Context: an optimization exercise on an open-source flow, tuned for small area and a short achievable clock period. The choices shown serve that exercise and are no tape-out recipe.
Function was checked by simulation only, so behaviour that the tests miss may differ from the original.

==> constraint.sdc <==
create_clock -name core_clock -period 5.0 [get_ports {sys_clk}]
set_input_delay 1.0000 -clock core_clock [delete_from_list [all_inputs] [get_ports {sys_clk}]]
set_output_delay 1.0000 -clock core_clock [all_outputs]
set_load 0.01 [all_outputs]
==> design.v <==
module DA_z0
(
    input   wire            sys_clk ,
    input   wire    [3:0]   b_lo    ,
    input   wire    [3:0]   b_hi    ,
    input   wire            first   ,
    input   wire            last    ,
    output  wire    [11:0]  z
);
function [11:0] rom_lo(input [3:0] a);
    reg [11:0] r;
    begin
        case (a)
        4'd0: r = 12'h000;
        4'd1: r = 12'h16a;
        4'd2: r = 12'h16a;
        4'd3: r = 12'h2d4;
        4'd4: r = 12'h16a;
        4'd5: r = 12'h2d4;
        4'd6: r = 12'h2d4;
        4'd7: r = 12'h43e;
        4'd8: r = 12'h16a;
        4'd9: r = 12'h2d4;
        4'd10: r = 12'h2d4;
        4'd11: r = 12'h43e;
        4'd12: r = 12'h2d4;
        4'd13: r = 12'h43e;
        4'd14: r = 12'h43e;
        4'd15: r = 12'h5a8;
        endcase
        rom_lo = r;
    end
endfunction
function [11:0] rom_hi(input [4:0] a);
    reg [11:0] r;
    begin
        case (a)
        5'd0: r = 12'h000;
        5'd1: r = 12'h16a;
        5'd2: r = 12'h16a;
        5'd3: r = 12'h2d4;
        5'd4: r = 12'h16a;
        5'd5: r = 12'h2d4;
        5'd6: r = 12'h2d4;
        5'd7: r = 12'h43e;
        5'd8: r = 12'h16a;
        5'd9: r = 12'h2d4;
        5'd10: r = 12'h2d4;
        5'd11: r = 12'h43e;
        5'd12: r = 12'h2d4;
        5'd13: r = 12'h43e;
        5'd14: r = 12'h43e;
        5'd15: r = 12'h5a8;
        5'd16: r = 12'ha58;
        5'd17: r = 12'hbc2;
        5'd18: r = 12'hbc2;
        5'd19: r = 12'hd2c;
        5'd20: r = 12'hbc2;
        5'd21: r = 12'hd2c;
        5'd22: r = 12'hd2c;
        5'd23: r = 12'he96;
        5'd24: r = 12'hbc2;
        5'd25: r = 12'hd2c;
        5'd26: r = 12'hd2c;
        5'd27: r = 12'he96;
        5'd28: r = 12'hd2c;
        5'd29: r = 12'he96;
        5'd30: r = 12'he96;
        5'd31: r = 12'h000;
        endcase
        rom_hi = r;
    end
endfunction
reg     [11:0]  acc ;
reg     [1:0]   low ;
wire    [11:0]  ra  = rom_lo(b_lo);
wire    [11:0]  rb  = rom_hi({last, b_hi});
wire    [11:0]  ai  = first ? 12'd0 : acc;
wire    [13:0]  sum = {{2{ai[11]}}, ai} + {{2{ra[11]}}, ra} + {rb[11], rb, 1'b0};
always @(posedge sys_clk) begin
    acc <= sum[13:2];
    low <= sum[1:0];
end
assign z = {acc[9:0], low};
endmodule
module DA_z1
(
    input   wire            sys_clk ,
    input   wire    [3:0]   b_lo    ,
    input   wire    [3:0]   b_hi    ,
    input   wire            first   ,
    input   wire            last    ,
    output  wire    [11:0]  z
);
function [11:0] rom_lo(input [3:0] a);
    reg [11:0] r;
    begin
        case (a)
        4'd0: r = 12'h000;
        4'd1: r = 12'h1f6;
        4'd2: r = 12'h1aa;
        4'd3: r = 12'h3a0;
        4'd4: r = 12'h11c;
        4'd5: r = 12'h312;
        4'd6: r = 12'h2c6;
        4'd7: r = 12'h4bc;
        4'd8: r = 12'h064;
        4'd9: r = 12'h25a;
        4'd10: r = 12'h20e;
        4'd11: r = 12'h404;
        4'd12: r = 12'h180;
        4'd13: r = 12'h376;
        4'd14: r = 12'h32a;
        4'd15: r = 12'h520;
        endcase
        rom_lo = r;
    end
endfunction
function [11:0] rom_hi(input [4:0] a);
    reg [11:0] r;
    begin
        case (a)
        5'd0: r = 12'h000;
        5'd1: r = 12'h1f6;
        5'd2: r = 12'h1aa;
        5'd3: r = 12'h3a0;
        5'd4: r = 12'h11c;
        5'd5: r = 12'h312;
        5'd6: r = 12'h2c6;
        5'd7: r = 12'h4bc;
        5'd8: r = 12'h064;
        5'd9: r = 12'h25a;
        5'd10: r = 12'h20e;
        5'd11: r = 12'h404;
        5'd12: r = 12'h180;
        5'd13: r = 12'h376;
        5'd14: r = 12'h32a;
        5'd15: r = 12'h520;
        5'd16: r = 12'hae0;
        5'd17: r = 12'hcd6;
        5'd18: r = 12'hc8a;
        5'd19: r = 12'he80;
        5'd20: r = 12'hbfc;
        5'd21: r = 12'hdf2;
        5'd22: r = 12'hda6;
        5'd23: r = 12'hf9c;
        5'd24: r = 12'hb44;
        5'd25: r = 12'hd3a;
        5'd26: r = 12'hcee;
        5'd27: r = 12'hee4;
        5'd28: r = 12'hc60;
        5'd29: r = 12'he56;
        5'd30: r = 12'he0a;
        5'd31: r = 12'h000;
        endcase
        rom_hi = r;
    end
endfunction
reg     [11:0]  acc ;
reg     [1:0]   low ;
wire    [11:0]  ra  = rom_lo(b_lo);
wire    [11:0]  rb  = rom_hi({last, b_hi});
wire    [11:0]  ai  = first ? 12'd0 : acc;
wire    [13:0]  sum = {{2{ai[11]}}, ai} + {{2{ra[11]}}, ra} + {rb[11], rb, 1'b0};
always @(posedge sys_clk) begin
    acc <= sum[13:2];
    low <= sum[1:0];
end
assign z = {acc[9:0], low};
endmodule
module DA_z2
(
    input   wire            sys_clk ,
    input   wire    [3:0]   b_lo    ,
    input   wire    [3:0]   b_hi    ,
    input   wire            first   ,
    input   wire            last    ,
    output  wire    [11:0]  z
);
function [11:0] rom_lo(input [3:0] a);
    reg [11:0] r;
    begin
        case (a)
        4'd0: r = 12'h000;
        4'd1: r = 12'h1d9;
        4'd2: r = 12'h0c4;
        4'd3: r = 12'h29d;
        4'd4: r = 12'hf3c;
        4'd5: r = 12'h115;
        4'd6: r = 12'h000;
        4'd7: r = 12'h1d9;
        4'd8: r = 12'he27;
        4'd9: r = 12'h000;
        4'd10: r = 12'heeb;
        4'd11: r = 12'h0c4;
        4'd12: r = 12'hd63;
        4'd13: r = 12'hf3c;
        4'd14: r = 12'he27;
        4'd15: r = 12'h000;
        endcase
        rom_lo = r;
    end
endfunction
function [11:0] rom_hi(input [3:0] a);
    reg [11:0] r;
    begin
        case (a)
        4'd0: r = 12'h000;
        4'd1: r = 12'h1d9;
        4'd2: r = 12'h0c4;
        4'd3: r = 12'h29d;
        4'd4: r = 12'hf3c;
        4'd5: r = 12'h115;
        4'd6: r = 12'h000;
        4'd7: r = 12'h1d9;
        4'd8: r = 12'he27;
        4'd9: r = 12'h000;
        4'd10: r = 12'heeb;
        4'd11: r = 12'h0c4;
        4'd12: r = 12'hd63;
        4'd13: r = 12'hf3c;
        4'd14: r = 12'he27;
        4'd15: r = 12'h000;
        endcase
        rom_hi = r;
    end
endfunction
reg     [11:0]  acc ;
reg     [1:0]   low ;
wire    [11:0]  ra  = rom_lo(b_lo);
wire    [11:0]  rb  = rom_hi(b_hi);
wire    [11:0]  ai  = first ? 12'd0 : acc;
wire    [13:0]  sum = {{2{ai[11]}}, ai} + {{2{ra[11]}}, ra} + {rb[11], rb, 1'b0};
always @(posedge sys_clk) begin
    acc <= sum[13:2];
    low <= sum[1:0];
end
assign z = {acc[9:0], low};
endmodule
module DA_z3
(
    input   wire            sys_clk ,
    input   wire    [3:0]   b_lo    ,
    input   wire    [3:0]   b_hi    ,
    input   wire            first   ,
    input   wire            last    ,
    output  wire    [11:0]  z
);
function [11:0] rom_lo(input [3:0] a);
    reg [11:0] r;
    begin
        case (a)
        4'd0: r = 12'h000;
        4'd1: r = 12'h1aa;
        4'd2: r = 12'hf9c;
        4'd3: r = 12'h146;
        4'd4: r = 12'he0a;
        4'd5: r = 12'hfb4;
        4'd6: r = 12'hda6;
        4'd7: r = 12'hf50;
        4'd8: r = 12'hee4;
        4'd9: r = 12'h08e;
        4'd10: r = 12'he80;
        4'd11: r = 12'h02a;
        4'd12: r = 12'hcee;
        4'd13: r = 12'he98;
        4'd14: r = 12'hc8a;
        4'd15: r = 12'he34;
        endcase
        rom_lo = r;
    end
endfunction
function [11:0] rom_hi(input [4:0] a);
    reg [11:0] r;
    begin
        case (a)
        5'd0: r = 12'h000;
        5'd1: r = 12'h1aa;
        5'd2: r = 12'hf9c;
        5'd3: r = 12'h146;
        5'd4: r = 12'he0a;
        5'd5: r = 12'hfb4;
        5'd6: r = 12'hda6;
        5'd7: r = 12'hf50;
        5'd8: r = 12'hee4;
        5'd9: r = 12'h08e;
        5'd10: r = 12'he80;
        5'd11: r = 12'h02a;
        5'd12: r = 12'hcee;
        5'd13: r = 12'he98;
        5'd14: r = 12'hc8a;
        5'd15: r = 12'he34;
        5'd16: r = 12'h1cc;
        5'd17: r = 12'h376;
        5'd18: r = 12'h168;
        5'd19: r = 12'h312;
        5'd20: r = 12'hfd6;
        5'd21: r = 12'h180;
        5'd22: r = 12'hf72;
        5'd23: r = 12'h11c;
        5'd24: r = 12'h0b0;
        5'd25: r = 12'h25a;
        5'd26: r = 12'h04c;
        5'd27: r = 12'h1f6;
        5'd28: r = 12'heba;
        5'd29: r = 12'h064;
        5'd30: r = 12'he56;
        5'd31: r = 12'h000;
        endcase
        rom_hi = r;
    end
endfunction
reg     [11:0]  acc ;
reg     [1:0]   low ;
wire    [11:0]  ra  = rom_lo(b_lo);
wire    [11:0]  rb  = rom_hi({last, b_hi});
wire    [11:0]  ai  = first ? 12'd0 : acc;
wire    [13:0]  sum = {{2{ai[11]}}, ai} + {{2{ra[11]}}, ra} + {rb[11], rb, 1'b0};
always @(posedge sys_clk) begin
    acc <= sum[13:2];
    low <= sum[1:0];
end
assign z = {acc[9:0], low};
endmodule
module DA_z4
(
    input   wire            sys_clk ,
    input   wire    [3:0]   b_lo    ,
    input   wire    [3:0]   b_hi    ,
    input   wire            first   ,
    input   wire            last    ,
    output  wire    [11:0]  z
);
function [11:0] rom_lo(input [3:0] a);
    reg [11:0] r;
    begin
        case (a)
        4'd0: r = 12'h000;
        4'd1: r = 12'h16a;
        4'd2: r = 12'he96;
        4'd3: r = 12'h000;
        4'd4: r = 12'he96;
        4'd5: r = 12'h000;
        4'd6: r = 12'hd2c;
        4'd7: r = 12'he96;
        4'd8: r = 12'h16a;
        4'd9: r = 12'h2d4;
        4'd10: r = 12'h000;
        4'd11: r = 12'h16a;
        4'd12: r = 12'h000;
        4'd13: r = 12'h16a;
        4'd14: r = 12'he96;
        4'd15: r = 12'h000;
        endcase
        rom_lo = r;
    end
endfunction
function [11:0] rom_hi(input [3:0] a);
    reg [11:0] r;
    begin
        case (a)
        4'd0: r = 12'h000;
        4'd1: r = 12'h16a;
        4'd2: r = 12'he96;
        4'd3: r = 12'h000;
        4'd4: r = 12'he96;
        4'd5: r = 12'h000;
        4'd6: r = 12'hd2c;
        4'd7: r = 12'he96;
        4'd8: r = 12'h16a;
        4'd9: r = 12'h2d4;
        4'd10: r = 12'h000;
        4'd11: r = 12'h16a;
        4'd12: r = 12'h000;
        4'd13: r = 12'h16a;
        4'd14: r = 12'he96;
        4'd15: r = 12'h000;
        endcase
        rom_hi = r;
    end
endfunction
reg     [11:0]  acc ;
reg     [1:0]   low ;
wire    [11:0]  ra  = rom_lo(b_lo);
wire    [11:0]  rb  = rom_hi(b_hi);
wire    [11:0]  ai  = first ? 12'd0 : acc;
wire    [13:0]  sum = {{2{ai[11]}}, ai} + {{2{ra[11]}}, ra} + {rb[11], rb, 1'b0};
always @(posedge sys_clk) begin
    acc <= sum[13:2];
    low <= sum[1:0];
end
assign z = {acc[9:0], low};
endmodule
module DA_z5
(
    input   wire            sys_clk ,
    input   wire    [3:0]   b_lo    ,
    input   wire    [3:0]   b_hi    ,
    input   wire            first   ,
    input   wire            last    ,
    output  wire    [11:0]  z
);
function [11:0] rom_lo(input [3:0] a);
    reg [11:0] r;
    begin
        case (a)
        4'd0: r = 12'h000;
        4'd1: r = 12'h11c;
        4'd2: r = 12'he0a;
        4'd3: r = 12'hf26;
        4'd4: r = 12'h064;
        4'd5: r = 12'h180;
        4'd6: r = 12'he6e;
        4'd7: r = 12'hf8a;
        4'd8: r = 12'h1aa;
        4'd9: r = 12'h2c6;
        4'd10: r = 12'hfb4;
        4'd11: r = 12'h0d0;
        4'd12: r = 12'h20e;
        4'd13: r = 12'h32a;
        4'd14: r = 12'h018;
        4'd15: r = 12'h134;
        endcase
        rom_lo = r;
    end
endfunction
function [11:0] rom_hi(input [4:0] a);
    reg [11:0] r;
    begin
        case (a)
        5'd0: r = 12'h000;
        5'd1: r = 12'h11c;
        5'd2: r = 12'he0a;
        5'd3: r = 12'hf26;
        5'd4: r = 12'h064;
        5'd5: r = 12'h180;
        5'd6: r = 12'he6e;
        5'd7: r = 12'hf8a;
        5'd8: r = 12'h1aa;
        5'd9: r = 12'h2c6;
        5'd10: r = 12'hfb4;
        5'd11: r = 12'h0d0;
        5'd12: r = 12'h20e;
        5'd13: r = 12'h32a;
        5'd14: r = 12'h018;
        5'd15: r = 12'h134;
        5'd16: r = 12'hecc;
        5'd17: r = 12'hfe8;
        5'd18: r = 12'hcd6;
        5'd19: r = 12'hdf2;
        5'd20: r = 12'hf30;
        5'd21: r = 12'h04c;
        5'd22: r = 12'hd3a;
        5'd23: r = 12'he56;
        5'd24: r = 12'h076;
        5'd25: r = 12'h192;
        5'd26: r = 12'he80;
        5'd27: r = 12'hf9c;
        5'd28: r = 12'h0da;
        5'd29: r = 12'h1f6;
        5'd30: r = 12'hee4;
        5'd31: r = 12'h000;
        endcase
        rom_hi = r;
    end
endfunction
reg     [11:0]  acc ;
reg     [1:0]   low ;
wire    [11:0]  ra  = rom_lo(b_lo);
wire    [11:0]  rb  = rom_hi({last, b_hi});
wire    [11:0]  ai  = first ? 12'd0 : acc;
wire    [13:0]  sum = {{2{ai[11]}}, ai} + {{2{ra[11]}}, ra} + {rb[11], rb, 1'b0};
always @(posedge sys_clk) begin
    acc <= sum[13:2];
    low <= sum[1:0];
end
assign z = {acc[9:0], low};
endmodule
module DA_z6
(
    input   wire            sys_clk ,
    input   wire    [3:0]   b_lo    ,
    input   wire    [3:0]   b_hi    ,
    input   wire            first   ,
    input   wire            last    ,
    output  wire    [11:0]  z
);
function [11:0] rom_lo(input [3:0] a);
    reg [11:0] r;
    begin
        case (a)
        4'd0: r = 12'h000;
        4'd1: r = 12'h0c4;
        4'd2: r = 12'he27;
        4'd3: r = 12'heeb;
        4'd4: r = 12'h1d9;
        4'd5: r = 12'h29d;
        4'd6: r = 12'h000;
        4'd7: r = 12'h0c4;
        4'd8: r = 12'hf3c;
        4'd9: r = 12'h000;
        4'd10: r = 12'hd63;
        4'd11: r = 12'he27;
        4'd12: r = 12'h115;
        4'd13: r = 12'h1d9;
        4'd14: r = 12'hf3c;
        4'd15: r = 12'h000;
        endcase
        rom_lo = r;
    end
endfunction
function [11:0] rom_hi(input [3:0] a);
    reg [11:0] r;
    begin
        case (a)
        4'd0: r = 12'h000;
        4'd1: r = 12'h0c4;
        4'd2: r = 12'he27;
        4'd3: r = 12'heeb;
        4'd4: r = 12'h1d9;
        4'd5: r = 12'h29d;
        4'd6: r = 12'h000;
        4'd7: r = 12'h0c4;
        4'd8: r = 12'hf3c;
        4'd9: r = 12'h000;
        4'd10: r = 12'hd63;
        4'd11: r = 12'he27;
        4'd12: r = 12'h115;
        4'd13: r = 12'h1d9;
        4'd14: r = 12'hf3c;
        4'd15: r = 12'h000;
        endcase
        rom_hi = r;
    end
endfunction
reg     [11:0]  acc ;
reg     [1:0]   low ;
wire    [11:0]  ra  = rom_lo(b_lo);
wire    [11:0]  rb  = rom_hi(b_hi);
wire    [11:0]  ai  = first ? 12'd0 : acc;
wire    [13:0]  sum = {{2{ai[11]}}, ai} + {{2{ra[11]}}, ra} + {rb[11], rb, 1'b0};
always @(posedge sys_clk) begin
    acc <= sum[13:2];
    low <= sum[1:0];
end
assign z = {acc[9:0], low};
endmodule
module DA_z7
(
    input   wire            sys_clk ,
    input   wire    [3:0]   b_lo    ,
    input   wire    [3:0]   b_hi    ,
    input   wire            first   ,
    input   wire            last    ,
    output  wire    [11:0]  z
);
function [11:0] rom_lo(input [3:0] a);
    reg [11:0] r;
    begin
        case (a)
        4'd0: r = 12'h000;
        4'd1: r = 12'h064;
        4'd2: r = 12'hee4;
        4'd3: r = 12'hf48;
        4'd4: r = 12'h1aa;
        4'd5: r = 12'h20e;
        4'd6: r = 12'h08e;
        4'd7: r = 12'h0f2;
        4'd8: r = 12'he0a;
        4'd9: r = 12'he6e;
        4'd10: r = 12'hcee;
        4'd11: r = 12'hd52;
        4'd12: r = 12'hfb4;
        4'd13: r = 12'h018;
        4'd14: r = 12'he98;
        4'd15: r = 12'hefc;
        endcase
        rom_lo = r;
    end
endfunction
function [11:0] rom_hi(input [4:0] a);
    reg [11:0] r;
    begin
        case (a)
        5'd0: r = 12'h000;
        5'd1: r = 12'h064;
        5'd2: r = 12'hee4;
        5'd3: r = 12'hf48;
        5'd4: r = 12'h1aa;
        5'd5: r = 12'h20e;
        5'd6: r = 12'h08e;
        5'd7: r = 12'h0f2;
        5'd8: r = 12'he0a;
        5'd9: r = 12'he6e;
        5'd10: r = 12'hcee;
        5'd11: r = 12'hd52;
        5'd12: r = 12'hfb4;
        5'd13: r = 12'h018;
        5'd14: r = 12'he98;
        5'd15: r = 12'hefc;
        5'd16: r = 12'h104;
        5'd17: r = 12'h168;
        5'd18: r = 12'hfe8;
        5'd19: r = 12'h04c;
        5'd20: r = 12'h2ae;
        5'd21: r = 12'h312;
        5'd22: r = 12'h192;
        5'd23: r = 12'h1f6;
        5'd24: r = 12'hf0e;
        5'd25: r = 12'hf72;
        5'd26: r = 12'hdf2;
        5'd27: r = 12'he56;
        5'd28: r = 12'h0b8;
        5'd29: r = 12'h11c;
        5'd30: r = 12'hf9c;
        5'd31: r = 12'h000;
        endcase
        rom_hi = r;
    end
endfunction
reg     [11:0]  acc ;
reg     [1:0]   low ;
wire    [11:0]  ra  = rom_lo(b_lo);
wire    [11:0]  rb  = rom_hi({last, b_hi});
wire    [11:0]  ai  = first ? 12'd0 : acc;
wire    [13:0]  sum = {{2{ai[11]}}, ai} + {{2{ra[11]}}, ra} + {rb[11], rb, 1'b0};
always @(posedge sys_clk) begin
    acc <= sum[13:2];
    low <= sum[1:0];
end
assign z = {acc[9:0], low};
endmodule
module DCT_one_dimensional
(
    input   wire                    sys_clk         ,
    input   wire                    sys_rst_n       ,
    input   wire                    start           ,
    input   wire            [95:0]  DCT_data_in     ,
    output  wire    signed  [11:0]  DCT_data_o_z0   ,
    output  wire    signed  [11:0]  DCT_data_o_z1   ,
    output  wire    signed  [11:0]  DCT_data_o_z2   ,
    output  wire    signed  [11:0]  DCT_data_o_z3   ,
    output  wire    signed  [11:0]  DCT_data_o_z4   ,
    output  wire    signed  [11:0]  DCT_data_o_z5   ,
    output  wire    signed  [11:0]  DCT_data_o_z6   ,
    output  wire    signed  [11:0]  DCT_data_o_z7   ,
    output  wire                    data_en
);
reg     [2:0]   cnt     ;
reg             den     ;
always @(posedge sys_clk or negedge sys_rst_n)
    if (sys_rst_n == 1'b0)
        cnt <= 3'd0;
    else if (start == 1'b1)
        cnt <= 3'd1;
    else if (cnt != 3'd0)
        cnt <= cnt + 3'd1;
always @(posedge sys_clk or negedge sys_rst_n)
    if (sys_rst_n == 1'b0)
        den <= 1'b0;
    else
        den <= (cnt == 3'd7);
assign data_en = den;
wire    b_first = (cnt == 3'd1);
wire    b_last  = (cnt == 3'd6);
wire    a_first = (cnt == 3'd2);
wire    a_last  = (cnt == 3'd7);
reg     [95:0]  xs      ;
wire    [95:0]  xs_nxt  ;
genvar          gi, gj;
generate
    for (gi = 0; gi < 8; gi = gi + 1) begin : g_smp
        for (gj = 0; gj < 12; gj = gj + 1) begin : g_bit
            if (gj >= 10) begin : g_top
                assign xs_nxt[12*gi+gj] = DCT_data_in[12*gi+gj];
            end else begin : g_shf
                assign xs_nxt[12*gi+gj] = start ? DCT_data_in[12*gi+gj] : xs[12*gi+gj+2];
            end
        end
    end
endgenerate
always @(posedge sys_clk)
    xs <= xs_nxt;
reg     [3:0]   ce, cd  ;        
reg     [3:0]   e_lo, e_hi, d_lo, d_hi;      
wire    [3:0]   ce_n, cd_n, el_n, eh_n, dl_n, dh_n;
generate
    for (gi = 0; gi < 4; gi = gi + 1) begin : g_bfly
        wire a0 = xs[12*gi];
        wire a1 = xs[12*gi+1];
        wire b0 = xs[12*(7-gi)];
        wire b1 = xs[12*(7-gi)+1];
        wire n0 = ~b0;
        wire n1 = ~b1;
        wire ec0 = b_first ? 1'b0 : ce[gi];
        wire es0 = a0 ^ b0 ^ ec0;
        wire ec1 = (a0 & b0) | (a0 & ec0) | (b0 & ec0);
        wire es1 = a1 ^ b1 ^ ec1;
        wire ec2 = (a1 & b1) | (a1 & ec1) | (b1 & ec1);
        wire dc0 = b_first ? 1'b1 : cd[gi];
        wire ds0 = a0 ^ n0 ^ dc0;
        wire dc1 = (a0 & n0) | (a0 & dc0) | (n0 & dc0);
        wire ds1 = a1 ^ n1 ^ dc1;
        wire dc2 = (a1 & n1) | (a1 & dc1) | (n1 & dc1);
        assign ce_n[gi] = ec2;
        assign cd_n[gi] = dc2;
        assign el_n[gi] = es0;
        assign eh_n[gi] = es1 ^ b_last;
        assign dl_n[gi] = ds0;
        assign dh_n[gi] = ds1 ^ b_last;
    end
endgenerate
always @(posedge sys_clk) begin
    ce   <= ce_n;
    cd   <= cd_n;
    e_lo <= el_n;
    e_hi <= eh_n;
    d_lo <= dl_n;
    d_hi <= dh_n;
end
DA_z0 DA_z0_inst (.sys_clk(sys_clk), .b_lo(e_lo), .b_hi(e_hi), .first(a_first), .last(a_last), .z(DCT_data_o_z0));
DA_z1 DA_z1_inst (.sys_clk(sys_clk), .b_lo(d_lo), .b_hi(d_hi), .first(a_first), .last(a_last), .z(DCT_data_o_z1));
DA_z2 DA_z2_inst (.sys_clk(sys_clk), .b_lo(e_lo), .b_hi(e_hi), .first(a_first), .last(a_last), .z(DCT_data_o_z2));
DA_z3 DA_z3_inst (.sys_clk(sys_clk), .b_lo(d_lo), .b_hi(d_hi), .first(a_first), .last(a_last), .z(DCT_data_o_z3));
DA_z4 DA_z4_inst (.sys_clk(sys_clk), .b_lo(e_lo), .b_hi(e_hi), .first(a_first), .last(a_last), .z(DCT_data_o_z4));
DA_z5 DA_z5_inst (.sys_clk(sys_clk), .b_lo(d_lo), .b_hi(d_hi), .first(a_first), .last(a_last), .z(DCT_data_o_z5));
DA_z6 DA_z6_inst (.sys_clk(sys_clk), .b_lo(e_lo), .b_hi(e_hi), .first(a_first), .last(a_last), .z(DCT_data_o_z6));
DA_z7 DA_z7_inst (.sys_clk(sys_clk), .b_lo(d_lo), .b_hi(d_hi), .first(a_first), .last(a_last), .z(DCT_data_o_z7));
endmodule
==> config.mk <==
export PLATFORM = sky130hd
export DESIGN_NAME = DCT_one_dimensional
export DESIGN_NICKNAME = DCT_one_dimensional
export VERILOG_FILES = /design/flow/design.v
export SDC_FILE = /design/flow/constraint.sdc
export NUM_CORES = 4
export LEC_CHECK = 0
export CAP_MARGIN = 20
export CORE_MARGIN = 2
export CORE_UTILIZATION = 40
export SLEW_MARGIN = 20
==> run.sh <==
#!/bin/bash
# synth_recipe.tcl (not shown) runs the flow's synth.tcl, then flattens the netlist and writes it again
# the make line also repeats each setting of config.mk as NAME=value (left out here)
make -C /OpenROAD-flow-scripts/flow DESIGN_CONFIG=/design/flow/config.mk WORK_HOME=/design/flow/orfs CLKGATE_MAP_FILE= SYNTH_SCRIPT=/design/flow/synth_recipe.tcl finish
==> results by group <==
Die
  – Die W: 230 µm
  – Die Span Y: between 200 and 250 µm
  – Core Region: between 50000 and 60000 µm²
  – IO Pins: 196
  – FP Rows: just over 80
  – Die Area: 52800 µm²
  – Initial cell density of the core: slightly above 40%

Status
  – Run status: complete, no violations

Cells and area
  – Nets: between 2000 and 3000
  – Share of post-route cells with drive strength above 1: 8.74%
  – Fillers: 4812
  – Area growth, synth to finish: 16.5%

Yosys
  – Synth top cells by count: dfxtp_1, ha_1, a21oi_1, nand2_1, nor2_1
  – #FFs+latches synth: approximately 320
  – Largest family of logic cells by synthesized area: adder cells
  – Sequential cell area fraction in the yosys report: between 30% and 40%
  – Post-Syn Instances: about 2300
  – Compound-Gate Fraction of Synth Area: ~17%
  – Net Count, Synth: ~2700
  – Post-Synth Adder-Cell Area: ~18%
  – Mux share of post-synthesis cell area: ~6.2%
  – Syn Std Cell Area: about 20000 µm²
  – Post-synth EDFFs: 0
  – Area leader, netlist: dfxtp_1
  – Synth warn: 9
  – Post-Synth XOR/XNOR Area: roughly 7.2%
  – Most used flip-flop cell after synthesis: dfxtp_1
  – Synth top area cells: dfxtp_1, ha_1, xnor2_1
  – Syn Area/Cell: about 9 µm²
  – Post-synthesis async set-or-reset flop share: 1.25%
  – Most frequent cell after synthesis: dfxtp_1
  – Share of the synthesized area in the top cell type: a little under a third
  – Simple-Gate Fraction of Synth Area: 13.7%
  – Count of unique library cells instantiated by Yosys: 75

Timing
  – Setup tns final: 0 ns
  – Skew final: around 0.010 ns
  – FMAX: roughly 230 MHz
  – Final setup violation count: 0
  – Max-slew violation count: 0
  – Worst-margin pin slew: around 1.1 ns
  – Final min period: around 4.4 ns
  – RSZ-0062 raised after global routing: false
  – Slew margin rel.: ~27%
  – Final hold vios: 0
  – Minimum hold slack: about 0.45 ns
  – Post-route clock period utilization: roughly nine tenths

Worst setup path
  – CP max FO: 42
  – R2r setup slk: between 0.5 and 0.6 ns
  – Max stage delay on crit path: 0.42 ns
  – Stages on the worst setup path: 19
  – FF-to-FF End: DA_z2_inst.acc[10]$_DFF_P_
  – CP arrival: roughly 4.9 ns
  – Critical path startpoint category: flop
  – Crit-path slowest cell: fa_1
  – Buf/Inv on CP: 3
  – Worst R2R Path Depth: 19
  – CP delay by family, top: compound AO/OA/AOI/OAI gates
  – Worst r2r src: cnt[0]$_DFFE_PN0P_
  – Setup crit start: cnt[0]$_DFFE_PN0P_
  – Critical path start-end classification: flop to flop
  – CP endpoint kind: flop
  – Critical Path RT: ~5.5 ns
  – Worst setup path endpoint: DA_z2_inst.acc[10]$_DFF_P_
  – Worst-path cell chain: inv_1, ha_1, nand2b_4, and2_1, ha_1, inv_1, fa_1, nor2b_1, o21ai_0, a21oi_1, o21ai_0, xnor2_1, ha_1, inv_1, a2111oi_2, o31ai_1, a21boi_2, nor4_1, a311o_1

Clocking
  – Hold buffer count at cts: 0
  – Post-CTS resize count: 0
  – CTS root buf: clkbuf_16
  – CTS buffer count: 40
  – Worst skew pair latency: around 0.57 ns
  – Sink Count: roughly 320
  – Worst-path clk slew: 0.06 ns
  – Longest Clk Path Bufs: 3
  – Postcts setup bufs: 0
  – Htree depth: 2
  – TritonCTS clock tree: built

Placed design
  – Gpl congestion: 0.866
  – Detailed Place HPWL: around 39 mm
  – Port bufs: between 150 and 200

Global route
  – Antenna violations before repair: 1
  – Total congestion overflow: 0
  – GRT Total Usage: 19.1%
  – First-pass GRT wire length: 81.6 mm
  – Most Crowded Layer GR: met2
  – M2 GR Usage: 31.4%
  – Grt met1 use: 24.6%
  – Largest net degree at the start of global routing: 84
  – Grt met3 use: under 10%
  – Vias in the first global route: 15686

Flow run
  – Max-cap violations: 0

Route
  – Pre-Repair DR Iteration Count: 7
  – Post-Route WL: 50.9 mm
  – Antenna Nets Post-Route: 0
  – DR iter-0 viols: just under 800
  – Drt wl/cell: between 15 and 20 µm
  – Drt drc: 0
  – DR vias/cell: slightly above 5
  – Total number of vias: between 15000 and 20000

Min path
  – Hold Crit Class: flop to flop
-- metal layers --
layer,vias up,wire (µm)
met5,-,13
met4,2,1540
met3,104,3150
met2,419,23300
met1,7415,22900
li1,7994,-
-- worst min path at each step --
stage / cells past startpoint / end / startpoint / slack, ns
after floorplan: 1 / DA_z7_inst.low[1]$_DFF_P_ / DA_z7_inst.ra[1]$_DFF_P_ / 0.42
after global placement: 1 / xs[52]$_DFF_P_ / xs[54]$_DFF_P_ / 0.44
after detailed placement: 1 / xs[18]$_DFF_P_ / xs[20]$_DFF_P_ / 0.44
after CTS: 1 / xs[43]$_DFF_P_ / xs[45]$_DFF_P_ / 0.45
after global routing: 1 / xs[6]$_DFF_P_ / xs[8]$_DFF_P_ / 0.46
final: 1 / xs[91]$_DFF_P_ / xs[93]$_DFF_P_ / 0.45
-- sequential cells by signal, indices dropped and copies added (netlist names), 12 cells and up --
| signal | cells |
|---|---|
| DA_z3_inst.acc | 12 |
| DA_z4_inst.acc | 12 |
| xs | 96 |
| DA_z7_inst.acc | 12 |
| DA_z0_inst.acc | 12 |
| DA_z2_inst.acc | 12 |
| DA_z5_inst.acc | 12 |
| DA_z6_inst.acc | 12 |
| DA_z1_inst.acc | 12 |
-- kinds of logic (layout without fill, tap and decap cells) --
kind of cell	after synthesis	count (layout)
other cells	0	1
flops	321	321
xor+xnor	165	165
mux	113	113
fa+ha+maj	270	270
simple gates	578	578
buf+inv	288	410
compound gates	546	546
-- cell type report --
class	count	area, µm²	area share (%)
Timing Repair Buffer	219	2130	8.97
Sequential cell	321	6450	27.2
Clock inverter	20	248	1.04
Clock buffer	52	1090	4.57
Antenna cell	1	2.50	0.0105
Multi-Input combinational cell	1672	12500	52.8
Inverter	119	447	1.88
Tap cell	672	841	3.54
-- cell usage in the layout, fill, tap and decap left out, types with 91 or more instances in the layout --
cell type / instances
a21oi_1: 177
nand2_1: 162
mux2_2: 91
o21ai_0: 143
xnor2_1: 118
clkdlybuf4s50_1: 194
inv_1: 114
dfxtp_1: 315
nor2_1: 152
and2_1: 100
ha_1: 235
-- per-stage QoR --
stage                     instances  util, %  area (µm²)  setup slack (ns)
after floorplan                2281        -       20400              1.04
after global placement         3003     44.7       22400             0.708
after detailed placement       3003     44.7       22400             0.587
after CTS                      3075     47.3       23700             0.579
after global routing           3075     47.3       23700             0.231
final                          3076     47.3       23700             0.590

[separate check: timing with driven ports]
How much do the figures lean on ideal ports? The routed layout below was timed once more, with nothing changed but the port constraints. Step 1: set_driving_cell puts a clkbuf_16 on sys_clk and a buf_2 on each other input, an assumption about the parent block. Step 2 times the ports against the registers' clock, not the clock port: input delays grow and output delays shrink by t, the midpoint of the rising clock arrivals with the driver on. Three values: ideal ports, drivers, drivers and shift; two values: the first two.
t (ns): 0.617
setup WS [ns]: 0.590 / 0.590 / 0.590
pins driven straight from the clock port: 1
After both steps setup and hold are still met in this run. For this run, drivers alone change the setup slack by 0.000 ns; drivers and shift together by 0.000 ns.
